Source: an optimization exercise on an open RTL-to-GDS flow (aim: small area and a short achievable clock period). Production flows keep margins and buffers that such runs may drop.
Function was checked by simulation only, so behaviour that the tests miss may differ from the original.

==> flow/design.v, too long to show whole: its modules and the start of the top module <==
// module CSA_3_2: 10 lines
// module BOOTH_ENC: 10 lines
// module C42_4_2: 16 lines
// module C42N_4_2: 14 lines
// module HA_2_2: 9 lines
// module CPA_32: 267 lines
// module INC_18: 83 lines
// module conv1d: 2361 lines
module conv1d (
    input clk,
    input rst_n,
    input w_valid,
    input [47:0] w_in,
    input [15:0] x,
    input [15:0] b,
    output [31:0] y
);
  // ...
==> flow/flow/run.sh <==
#!/bin/bash
# The standard layout (the standard.sh, unchanged), with plain buf_1
# cells as the port buffers instead of the delay buffers that ORFS's
# buffer_ports picks by default.  standard.sh's full output goes to
# standard.log; ORFS writes each step's log under orfs/logs/.
export BUFFER_PORTS_ARGS="-buffer_cell sky130_fd_sc_hd__buf_1"
bash standard.sh > standard.log 2>&1
==> flow/standard.sh <==
#!/bin/bash
# synth_recipe.tcl (not shown) runs the flow's synth.tcl, then flattens the netlist and writes it again
# the make line also repeats each setting of config.mk as NAME=value (left out here)
make -C /OpenROAD-flow-scripts/flow DESIGN_CONFIG=/design/flow/config.mk WORK_HOME=/design/flow/orfs CLKGATE_MAP_FILE= SYNTH_SCRIPT=/design/flow/synth_recipe.tcl "${@:-finish}"
==> flow/config.mk <==
export PLATFORM = sky130hd
export DESIGN_NAME = conv1d
export DESIGN_NICKNAME = conv1d
export VERILOG_FILES = /design/flow/design.v
export SDC_FILE = /design/flow/constraint.sdc
export NUM_CORES = 4
export LEC_CHECK = 0
export CAP_MARGIN = 80
export CORE_MARGIN = 2
export CORE_UTILIZATION = 60
export PLACE_DENSITY = 0.7
export SETUP_SLACK_MARGIN = 5
export SLEW_MARGIN = 80
export SYNTH_HIERARCHICAL = 1
export SYNTH_MINIMUM_KEEP_SIZE = 0
==> flow/constraint.sdc <==
create_clock -name core_clock -period 10.0 [get_ports {clk}]
set_input_delay 2.0000 -clock core_clock [delete_from_list [all_inputs] [get_ports {clk}]]
set_output_delay 2.0000 -clock core_clock [all_outputs]
set_load 0.01 [all_outputs]
==> out/metrics.csv, run 1 <==
metric;value;unit
outcome;no timing/DRC/antenna violations;
ys async rst share;96.59;%
Area contributors post-synth;dfrtp_1 (34%), fa_1 (21%), xnor2_1 (12%), a22oi_1 (8.2%), ha_1 (4.1%);
placed cells;3068;
Post-CTS Hold Fix Bufs;0;
slowest stage delay, CP;0.47;ns
num ports;115;
met2 global-route usage;48.65;%
drt drc;0;
Post-synth top cells;dfrtp_1 (427), xnor2_1 (426), a22oi_1 (340);
total wire length;77.70;mm
total CTS buffers;51;
Reg area;11820;µm²
max-cap viol count;0;
Avg Vias per Cell;6.226;
wl on met1;31.81;mm
CTS tree;done;
crit end category;flip-flop;
Seq area share;33.54;%
worst-path fanout max;14;
WP data arrival;4.77;ns
hold path cells;0;
period utilization;42.52;%
f_max;235.2;MHz
Hold Crit Class;reg2reg;
Inverters;6;
Post-Syn Area;30990;µm²
Die Span Y;231.3;µm
Tapcell Cnt;680;
global route total overflow;0;
reg-to-reg critical path endpoint;yr[29];
Reg clk slew, reported paths;0.06;ns
setup bufs post-CTS;0;
pre-CTS WS;5.602;ns
Yosys cell types;64;
Multi-In Gates;1702;
==> run 2: changes to the inputs <==
--- a/flow/design.v
+++ b/flow/design.v
@@ -1775,17 +1775,17 @@
   wire m2_129 = ((w2n[10] & none[7]) | (w2n[9] & ntwo[7])) ^ nneg[7];
   wire m2_130 = ((w2n[11] & none[7]) | (w2n[10] & ntwo[7])) ^ nneg[7];
   wire m2_131 = ((w2n[12] & none[7]) | (w2n[11] & ntwo[7])) ^ nneg[7];
   wire m2_132 = ((w2n[13] & none[7]) | (w2n[12] & ntwo[7])) ^ nneg[7];
   wire m2_133 = ((w2n[14] & none[7]) | (w2n[13] & ntwo[7])) ^ nneg[7];
   wire m2_134 = ((w2n[15] & none[7]) | (w2n[14] & ntwo[7])) ^ nneg[7];
   wire m2_135 = ~(((w2n[15] & none[7]) | (w2n[15] & ntwo[7])) ^ nneg[7]);
   wire m2_136, m2_137;
-  HA_2_2 u_m2_136 (.a(bc0_12), .b(bc1_12), .cout(m2_137), .sum(m2_136));
+  HA_2_2 u_m2_136 (.a(nneg[6]), .b(bc0_12), .cout(m2_137), .sum(m2_136));
   wire m2_138, m2_139;
   HA_2_2 u_m2_138 (.a(bc0_13), .b(bc1_13), .cout(m2_139), .sum(m2_138));
   wire m2_140, m2_141;
   CSA_3_2 u_m2_140 (.a(bc0_14), .b(bc1_14), .cin(nneg[7]), .cout(m2_141), .sum(m2_140));
   wire m2_142, m2_143;
   HA_2_2 u_m2_142 (.a(m2_104), .b(m2_119), .cout(m2_143), .sum(m2_142));
   wire m2_144, m2_145;
   CSA_3_2 u_m2_144 (.a(bc0_15), .b(bc1_15), .cin(m2_105), .cout(m2_145), .sum(m2_144));
@@ -1795,41 +1795,41 @@
   CSA_3_2 u_m2_148 (.a(bc0_16), .b(bc1_16), .cin(m2_106), .cout(m2_149), .sum(m2_148));
   wire m2_150, m2_151;
   HA_2_2 u_m2_150 (.a(m2_121), .b(m2_16), .cout(m2_151), .sum(m2_150));
   wire m2_152, m2_153;
   CSA_3_2 u_m2_152 (.a(bc0_17), .b(bc1_17), .cin(m2_107), .cout(m2_153), .sum(m2_152));
   wire m2_154, m2_155;
   HA_2_2 u_m2_154 (.a(bc0_18), .b(bc1_18), .cout(m2_155), .sum(m2_154));
   wire m2_156, m2_157;
-  HA_2_2 u_m2_156 (.a(bc0_6), .b(bc1_6), .cout(m2_157), .sum(m2_156));
+  HA_2_2 u_m2_156 (.a(nneg[3]), .b(bc0_6), .cout(m2_157), .sum(m2_156));
   wire m2_158, m2_159;
   HA_2_2 u_m2_158 (.a(bc0_7), .b(bc1_7), .cout(m2_159), .sum(m2_158));
   wire m2_160, m2_161;
-  CSA_3_2 u_m2_160 (.a(bc0_8), .b(bc1_8), .cin(nneg[4]), .cout(m2_161), .sum(m2_160));
+  CSA_3_2 u_m2_160 (.a(nneg[4]), .b(bc0_8), .cin(bc1_8), .cout(m2_161), .sum(m2_160));
   wire m2_162, m2_163;
   HA_2_2 u_m2_162 (.a(m2_23), .b(m2_38), .cout(m2_163), .sum(m2_162));
   wire m2_164, m2_165;
   CSA_3_2 u_m2_164 (.a(bc0_9), .b(bc1_9), .cin(m2_24), .cout(m2_165), .sum(m2_164));
   wire m2_166, m2_167;
   HA_2_2 u_m2_166 (.a(m2_39), .b(m2_54), .cout(m2_167), .sum(m2_166));
   wire m2_168, m2_169;
-  CSA_3_2 u_m2_168 (.a(bc0_10), .b(bc1_10), .cin(nneg[5]), .cout(m2_169), .sum(m2_168));
+  CSA_3_2 u_m2_168 (.a(nneg[5]), .b(bc0_10), .cin(bc1_10), .cout(m2_169), .sum(m2_168));
   wire m2_170, m2_171;
   CSA_3_2 u_m2_170 (.a(m2_10), .b(m2_25), .cin(m2_40), .cout(m2_171), .sum(m2_170));
   wire m2_172, m2_173;
   HA_2_2 u_m2_172 (.a(m2_55), .b(m2_70), .cout(m2_173), .sum(m2_172));
   wire m2_174, m2_175;
   CSA_3_2 u_m2_174 (.a(bc0_11), .b(bc1_11), .cin(m2_11), .cout(m2_175), .sum(m2_174));
   wire m2_176, m2_177;
   CSA_3_2 u_m2_176 (.a(m2_26), .b(m2_41), .cin(m2_56), .cout(m2_177), .sum(m2_176));
   wire m2_178, m2_179;
   HA_2_2 u_m2_178 (.a(m2_71), .b(m2_86), .cout(m2_179), .sum(m2_178));
   wire m2_180, m2_181;
-  CSA_3_2 u_m2_180 (.a(m2_136), .b(nneg[6]), .cin(m2_102), .cout(m2_181), .sum(m2_180));
+  CSA_3_2 u_m2_180 (.a(bc1_12), .b(m2_136), .cin(m2_102), .cout(m2_181), .sum(m2_180));
   wire m2_182, m2_183;
   CSA_3_2 u_m2_182 (.a(m2_12), .b(m2_27), .cin(m2_42), .cout(m2_183), .sum(m2_182));
   wire m2_184, m2_185;
   CSA_3_2 u_m2_184 (.a(m2_57), .b(m2_72), .cin(m2_87), .cout(m2_185), .sum(m2_184));
   wire m2_186, m2_187;
   CSA_3_2 u_m2_186 (.a(m2_137), .b(m2_138), .cin(m2_103), .cout(m2_187), .sum(m2_186));
   wire m2_188, m2_189;
   CSA_3_2 u_m2_188 (.a(m2_13), .b(m2_28), .cin(m2_43), .cout(m2_189), .sum(m2_188));
@@ -2593,45 +2593,45 @@
       bc1_27 <= m1_460;
       bc0_28 <= m1_461;
       bc1_28 <= m1_462;
       bc0_29 <= m1_464;
       bc1_29 <= m1_463;
       bc0_30 <= m1_466;
       bc1_30 <= m1_465;
       bc0_31 <= m1_467;
-      sc0_0 <= bc0_0;
-      sc1_0 <= bc1_0;
-      sc2_0 <= nneg[0];
+      sc0_0 <= nneg[0];
+      sc1_0 <= bc0_0;
+      sc2_0 <= bc1_0;
       sc3_0 <= m2_0;
       sc0_1 <= bc0_1;
       sc1_1 <= bc1_1;
       sc2_1 <= m2_1;
-      sc0_2 <= bc0_2;
-      sc1_2 <= bc1_2;
-      sc2_2 <= nneg[1];
+      sc0_2 <= nneg[1];
+      sc1_2 <= bc0_2;
+      sc2_2 <= bc1_2;
       sc3_2 <= m2_17;
       sc4_2 <= m2_2;
       sc0_3 <= bc0_3;
       sc1_3 <= bc1_3;
       sc2_3 <= m2_18;
       sc3_3 <= m2_3;
-      sc0_4 <= bc0_4;
-      sc1_4 <= bc1_4;
-      sc2_4 <= nneg[2];
+      sc0_4 <= nneg[2];
+      sc1_4 <= bc0_4;
+      sc2_4 <= bc1_4;
       sc3_4 <= m2_19;
       sc4_4 <= m2_34;
       sc5_4 <= m2_4;
       sc0_5 <= bc0_5;
       sc1_5 <= bc1_5;
       sc2_5 <= m2_20;
       sc3_5 <= m2_35;
       sc4_5 <= m2_5;
-      sc0_6 <= m2_156;
-      sc1_6 <= nneg[3];
+      sc0_6 <= bc1_6;
+      sc1_6 <= m2_156;
       sc2_6 <= m2_21;
       sc3_6 <= m2_36;
       sc4_6 <= m2_51;
       sc5_6 <= m2_6;
       sc0_7 <= m2_157;
       sc1_7 <= m2_158;
       sc2_7 <= m2_22;
       sc3_7 <= m2_37;
==> flow/config.mk (replaced) <==
export PLATFORM = sky130hd
export DESIGN_NAME = conv1d
export DESIGN_NICKNAME = conv1d
export VERILOG_FILES = /design/flow/design.v
export SDC_FILE = /design/flow/constraint.sdc
export NUM_CORES = 4
export LEC_CHECK = 0
export CAP_MARGIN = 70
export CORE_MARGIN = 2
export CORE_UTILIZATION = 65
export PLACE_DENSITY = 0.75
export SETUP_SLACK_MARGIN = 5
export SLEW_MARGIN = 70
export SYNTH_HIERARCHICAL = 1
export SYNTH_MINIMUM_KEEP_SIZE = 0
==> run 2 against run 1 <==
  * Cell count fell by 3.3%
  * Via count fell by 0.55%
  * Wire length fell by 1.9%
  * Global-route usage rose by 1.9 points
  * Clock skew rose by 0.0066 ns
  * Clock-buffer cell count rose by 6
  * Die area fell by 7.5%
  * Critical path depth fell by 2
  * Fmax rose by 3.0%
  * Non-clock buffer count fell by 44
  * Worst hold slack got worse by 0.012 ns
  * Highest routed layer unchanged
==> out/metrics.csv, run 2 <==
metric;value;unit;change
outcome;no timing/DRC/antenna violations;;unchanged
# H-tree levels;2;;unchanged
Tot GR Track Use;31.82;%;was 29.93%
root buf cell;clkbuf_16;;unchanged
largest net degree at the start of global routing;60;;was 47
most frequent cells in the layout;xnor2_1 (426), dfrtp_1 (390), a22oi_1 (340);;was xnor2_1 (417), dfrtp_1 (390), a22oi_1 (340)
met3 usage;5.752;%;was 5.253%
f_max;242.2;MHz;was 235.2 MHz
Tmin final;4.129;ns;was 4.252 ns
RSZ-0062 raised after global routing;no;;unchanged
drt drc;0;;unchanged
period utilization;41.29;%;was 42.52%
Avg Vias per Cell;6.405;;was 6.226
largest reg by FF count;yr;;unchanged
cell area after layout;34100;µm²;was 35230 µm²
DP Area;32160;µm²;was 33070 µm²
worst-path fanout max;17;;was 14
Core Rows;80;;was 83
clk latency of the worst-skew pair;0.61;ns;was 0.59 ns
share of the yosys chip area belonging to registers;37.77;%;was 37.72%
layout cell share with drive strength beyond 1;13.06;%;was 15.29%
initial DRC count;2274;;was 1803
total wire length;76.24;mm;was 77.70 mm
Core Region;47450;µm²;was 51200 µm²
Mean Syn Cell Area;12.91;µm²;about the same
Post-Synthesis Cells;2402;;was 2401
hpwl dp;51.32;mm;was 53.34 mm
setup bufs post-CTS;0;;unchanged
Startpoint Class;flip-flop;;unchanged
Post-Syn Area;31010;µm²;was 30990 µm²
number of synthesized flops with an enable pin;0;;unchanged
Setup violations, final;0;;unchanged
Synth top area share;34.53;%;was 34.48%
Area contributors post-synth;dfrtp_1 (35%), fa_1 (21%), xnor2_1 (12%), a22oi_1 (8.2%), ha_1 (4.1%);;was dfrtp_1 (34%), fa_1 (21%), xnor2_1 (12%), a22oi_1 (8.2%), ha_1 (4.1%)
Area Overhead vs Synth;9.937;%;was 13.68%
drt pass-1 iters;6;;unchanged
Vias;19677;;was 19786
number of antenna diodes;0;;unchanged
initial antenna violation count;0;;unchanged
YS warnings;7;;unchanged
Routed WL per cell;24.82;µm;was 24.45 µm
# nets final;2927;;was 2970
die area;49480;µm²;was 53480 µm²
post-route ant nets;0;;unchanged
final core occ;71.86;%;was 68.81%
ys flop type;dfrtp_1;;unchanged
Hold Crit Class;reg2reg;;unchanged
num ports;115;;unchanged
vias in the first global route;21492;;was 21256
crit end category;flip-flop;;unchanged
top-count cell post-synth;dfrtp_1;;unchanged
Slew Viols, Final;0;;unchanged
# clock sinks;470;;was 469
Reg clk slew, reported paths;0.06;ns;about the same
Die W;222.4;µm;was 231.3 µm
dominant cell type by area after synthesis;dfrtp_1;;unchanged
Clock Path Buffers;3;;unchanged
Die Span Y;222.4;µm;was 231.3 µm
Top Registers;yr x32, br x17;;unchanged
PostCTS Resize Cnt;0;;unchanged
max-cap viol count;0;;unchanged
Hold Fails Final Rpt;0;;unchanged
commonest non-fill, non-tap cell in the layout;xnor2_1;;unchanged
Worst Skew;0.02381;ns;was 0.01721 ns
WP data arrival;4.67;ns;was 4.77 ns
CTS tree;done;;unchanged
Critical Path RT;10.54;ns;was 10.51 ns
worst setup margin;5.871;ns;was 5.748 ns
total CTS buffers;51;;unchanged
grt met1 use;43.43;%;was 41.23%
global route total overflow;0;;unchanged
FF+latch count, synth;470;;was 469
met2 global-route usage;51.07;%;was 48.65%
Post-CTS Hold Fix Bufs;0;;unchanged
Post-Route Setup TNS;0;ns;unchanged
final hold slack;0.3301;ns;was 0.3420 ns
placed cells;2971;;was 3068
RD Place Congestion;0.8571;;was 0.8804
Post-Layout Cell Count;3072;;was 3178
Starting Density;65.37;%;was 60.53%
Post-synth top cells;dfrtp_1 (428), xnor2_1 (426), a22oi_1 (340);;was dfrtp_1 (427), xnor2_1 (426), a22oi_1 (340)
first-pass GRT wire length;120.8;mm;was 122.6 mm
ys async rst share;96.60;%;was 96.59%
max reg flops;32;;unchanged
grt peak-use layer;met2;;unchanged
pre-CTS WS;5.459;ns;was 5.602 ns
number of port buffers;114;;unchanged
Crit Path Category;reg2reg;;unchanged
Yosys cell types;64;;unchanged
run 2: cell count changes after synthesis:
cell / previous run / this run
clkbuf_2: 5 / 6
buf_2: 36 / 35
clkbuf_1: 145 / 144
buf_1: 17 / 18
dfrtp_1: 427 / 428
run 2: final cells by class:
type                            count  area [µm²]
Clock inverter                     27       330.3
Sequential cell                   470       11790
Multi-Input combinational cell   1702       18320
Timing Repair Buffer              183        1409
Clock buffer                       69        1455
Inverter                            6       22.52
Fill cell                        3202       13350
Tap cell                          615       769.5
run 2: logic make-up after synthesis:
kind of cell             synth area share, %
buffers and inverters                  3.470
XOR/XNOR                               16.23
other                                0.01209
flip-flops                             37.77
adder cells (fa/ha/maj)                26.25
AND/OR/NAND/NOR                        2.094
multiplexers                           1.924
AO/OA/AOI/OAI                          12.25
run 2: critical path, stage by stage (launching register included):
cell	delay, ns
dfrtp_2	0.41
buf_8	0.17
fa_1	0.53
maj3_1	0.44
xor2_1	0.18
xnor2_1	0.14
ha_1	0.37
nand2_1	0.11
a2111oi_2	0.32
nor2_1	0.17
o311ai_4	0.38
a41oi_2	0.31
o31ai_1	0.37
xor2_1	0.16
run 2: path summary, 6_finish.rpt:
check | start | to | slack, ns | cells past startpoint
max in group asynchronous | rst_n | br[16] | 7.03 | 6
min | bc1_25 | sc1_25 | 0.33 | 0
min reg2reg | bc1_25 | sc1_25 | 0.33 | 0
max reg2reg | dneg[2] | yr[29] | 5.87 | 13
max | dneg[2] | yr[29] | 5.87 | 13
min in group asynchronous | rst_n | yr[9] | 1.31 | 1
run 2: per-layer routing:
layer  share of wire [%]  routed length (µm)  vias to the layer above
met3                 8.9                6787                      247
li1                    -                   -                     8241
met1                  40               30330                    10103
met5                   0                   0                        -
met2                  47               36200                     1086
met4                 3.8                2918                        0
run 2: modules after synthesis (local to each module, per instance):
module	flops+latches	cells
C42_4_2	0	7
conv1d	470	1554
C42N_4_2	0	3
CSA_3_2	0	1
BOOTH_ENC	0	5
CPA_32	0	219
HA_2_2	0	1

port drivers added, routing unchanged:
No port has a modelled driver above. Below, the same layouts with a new extraction and two added sets of constraints.
Step 1 sets driving cells, clkbuf_16 on the clock port and buf_2 on the other inputs (assumed; they add their load-dependent delay and slew).
Step 2 also shifts input and output timing later by t, the mid clock arrival at the registers, as if the neighbouring blocks saw the same clock.
Slacks: ideal / step 1 / step 2; pairs: ideal / step 1.
run | shift t [ns] | setup slack, ns | worst setup path at the end | slew at the worst register clock pin (ns) | worst data-port slew with drivers (ns)
run 1 | 0.644 | 5.748 / 5.748 / 5.554 | input to register | 0.07 / 0.07 | 0.07
run 2 | 0.657 | 5.871 / 5.871 / 5.484 | input to register | 0.07 / 0.07 | 0.07
After both steps setup and hold are still met in every run listed. For run 2, which loses most, drivers alone change the setup slack by 0.000 ns; drivers and shift together by -0.387 ns.
